From an optimization exercise on the open Yosys and OpenROAD flow, aimed at small area, a short achievable clock period and few clock cycles per item; shortcuts taken in it are not production practice.
In this exercise RTL edits were held to simulation tests only and were not proved equivalent to the original.

==> inputs of trial 89 <==
Design MCH, start of the top module:
module MCH (
    input               clk,
    input               reset,
    input       [ 7:0]  X,
    input       [ 7:0]  Y,
    output              Done,
    output      [16:0]  area
);
clock: 13.0 ns
lec_check: 0
abc_area: 1
cap_margin: 20
core_margin: 2
core_utilization: 35
cts_cluster_diameter: 100
cts_cluster_size: 20
place_density: 0.55
slew_margin: 20
standard.sh (not shown) runs the stock make flow with config.mk's settings and CLKGATE_MAP_FILE= SYNTH_SCRIPT=/design/flow/synth_recipe.tcl, a recipe that flattens the netlist after the stock synthesis.
==> flow/flow/run.sh <==
#!/bin/bash
# Layout flow: the standard flow (standard synthesis, floorplan, placement,
# CTS, routing) unchanged, except that ORFS's timing repair (after CTS and after
# global routing) is asked to leave 9.2 ns of setup slack instead of 0, so that it
# also speeds up paths that already meet the 13 ns clock. The clock, the I/O
# constraints and everything else are the design's.
set -uo pipefail
cp standard.sh standard_sh.copy.log
export SETUP_SLACK_MARGIN=9.2
bash standard.sh > standard.log 2>&1
==> build 28: changes against trial 89 <==
==> flow/flow/run.sh (replaced) <==
#!/bin/bash
# Layout flow: the standard flow (standard synthesis, floorplan, placement,
# CTS, routing) unchanged, except that ORFS's timing repair (after CTS and after
# global routing) is asked to leave 9.4 ns of setup slack instead of 0, so that it
# also speeds up paths that already meet the 13 ns clock. The clock, the I/O
# constraints and everything else are the design's.
set -uo pipefail
cp standard.sh standard_sh.copy.log
export SETUP_SLACK_MARGIN=9.4
bash standard.sh > standard.log 2>&1
==> build 29: changes against trial 89 <==
==> flow/flow/run.sh (replaced) <==
#!/bin/bash
# Layout flow: the standard flow (standard synthesis, floorplan, placement,
# CTS, routing) unchanged, except that ORFS's timing repair (after CTS and after
# global routing) is asked to leave 9.3 ns of setup slack instead of 0, so that it
# also speeds up paths that already meet the 13 ns clock. The clock, the I/O
# constraints and everything else are the design's.
set -uo pipefail
cp standard.sh standard_sh.copy.log
export SETUP_SLACK_MARGIN=9.3
bash standard.sh > standard.log 2>&1
- ABC_AREA: 1 -> default
==> impl_metrics.json <==
{
  "status": "finished clean",
  "cts.clk_slew.worst_paths_ps": 100,
  "max_stage_delay_ps": 420,
  "r2r_start": "q0r[6]",
  "fillerInstances": 18600,
  "met1_length_um": 104000,
  "cts-resized-gates": 536
}
(the above is from build 28)
==> impl_metrics.json <==
{
  "status": "finished clean",
  "cts.clk_slew.worst_paths_ps": 90,
  "cts-resized-gates": 417,
  "r2r_start": "q0r[2]",
  "met1_length_um": 98100
}
(the above is from build 29)
==> impl_metrics.json <==
{
  "status": "finished clean",
  "cts.clk_slew.worst_paths_ps": 90,
  "max_stage_delay_ps": 400,
  "cts-resized-gates": 323,
  "met1_length_um": 103000
}
(the above is from trial 89)
Testbench counts of trial 89, summed over its fixed seeds: cycles 15,977, hulls 384.
Testbench counts of build 28, summed over its fixed seeds: cycles 15,977, hulls 384.
Testbench counts of build 29, summed over its fixed seeds: cycles 15,977, hulls 384.

---

==> harbor: inputs <==
MCH again, from the RTL that the note above started with.
export LEC_CHECK = 0
export ABC_AREA = 1
export CAP_MARGIN = 20
export CORE_MARGIN = 2
export CORE_UTILIZATION = 35
export CTS_CLUSTER_DIAMETER = 100
export CTS_CLUSTER_SIZE = 20
export PLACE_DENSITY = 0.55
export SLEW_MARGIN = 20
create_clock -name core_clock -period 13.0 [get_ports {clk}]
==> flow/flow/run.sh <==
#!/bin/bash
# Layout flow: the standard flow (standard synthesis, floorplan, placement,
# CTS, routing) unchanged, except that ORFS's timing repair (after CTS and after
# global routing) is asked to leave 9.25 ns of setup slack instead of 0, so that it
# also speeds up paths that already meet the 13 ns clock. The clock, the I/O
# constraints and everything else are the design's.
set -uo pipefail
cp standard.sh standard_sh.copy.log
export SETUP_SLACK_MARGIN=9.25
bash standard.sh > standard.log 2>&1
==> fjord (differences from harbor) <==
==> flow/run.sh (new file) <==
#!/bin/bash
# synth_recipe.tcl (not shown) runs the flow's synth.tcl, then flattens the netlist and writes it again
# the make line also repeats each setting of config.mk as NAME=value (left out here)
make -C /OpenROAD-flow-scripts/flow DESIGN_CONFIG=/design/flow/config.mk WORK_HOME=/design/flow/orfs CLKGATE_MAP_FILE= SYNTH_SCRIPT=/design/flow/synth_recipe.tcl finish
- ABC_AREA: 1 -> unset
removed: flow/flow/run.sh
removed: flow/standard.sh
==> indigo (differences from harbor) <==
==> flow/flow/run.sh (replaced) <==
#!/bin/bash
# Layout flow: the standard flow (standard synthesis, floorplan, placement,
# CTS, routing) unchanged, except that ORFS's timing repair (after CTS and after
# global routing) is asked to leave 9 ns of setup slack instead of 0, so that it
# also speeds up paths that already meet the 13 ns clock. The clock, the I/O
# constraints and everything else are the design's.
set -uo pipefail
cp standard.sh standard_sh.copy.log
export SETUP_SLACK_MARGIN=9
bash standard.sh > standard.log 2>&1
- ABC_AREA: 1 -> unset
- CTS_CLUSTER_DIAMETER: 100 -> 150
==> summary.txt <==
Between fjord and harbor, the lower die area is in fjord (gap 2.5%, measured against harbor). Against harbor, the clock-buffer cell count of indigo is lower by 4. Hold slack: indigo is higher than harbor (0.020 ns). Sequential share of layout area: fjord is higher than harbor (2.5 points).
Testbench counts of harbor, summed over its fixed seeds: cycles 15,977, hulls 384.
Testbench counts of fjord, summed over its fixed seeds: cycles 15,977, hulls 384.
Testbench counts of indigo, summed over its fixed seeds: cycles 15,977, hulls 384.

separate check: timing with driven ports:
In the flow no input, the clock included, has a driving cell. The finished layouts below were timed again as built, in two steps.
Step 1 assumes that a clkbuf_16 drives the clock port and a buf_2 every other input.
Step 2 moves the port delays by t, midway between the first and last clock arrival at a register: inputs arrive t later, outputs are due t later. That takes back most of the time a late clock gives input paths.
Slacks: no drivers / after step 1 / after step 2; pairs: no drivers / after step 1.
| run | shift t [ns] | setup WS [ns] | worst hold slack (ns) | clock arrival spread, ns | cell pins on the clock port's net |
|---|---|---|---|---|---|
| trial 89 | 0.814 | 9.164 / 9.075 / 9.180 | 0.356 / 0.356 / 0.356 | 0.071 / 0.071 | 1 |
| build 28 | 0.839 | 9.110 / 9.015 / 9.267 | 0.335 / 0.335 / 0.335 | 0.066 / 0.065 | 1 |
| build 29 | 0.830 | 8.825 / 8.825 / 8.825 | 0.336 / 0.336 / 0.336 | 0.097 / 0.097 | 1 |
| harbor | 0.811 | 9.162 / 9.071 / 9.270 | 0.334 / 0.334 / 0.334 | 0.060 / 0.060 | 1 |
| fjord | 0.799 | 7.449 / 7.449 / 7.449 | 0.342 / 0.342 / 0.342 | 0.068 / 0.068 | 1 |
| indigo | 0.787 | 8.806 / 8.806 / 8.806 | 0.354 / 0.354 / 0.354 | 0.079 / 0.079 | 1 |
After both steps setup and hold are still met in every run listed.
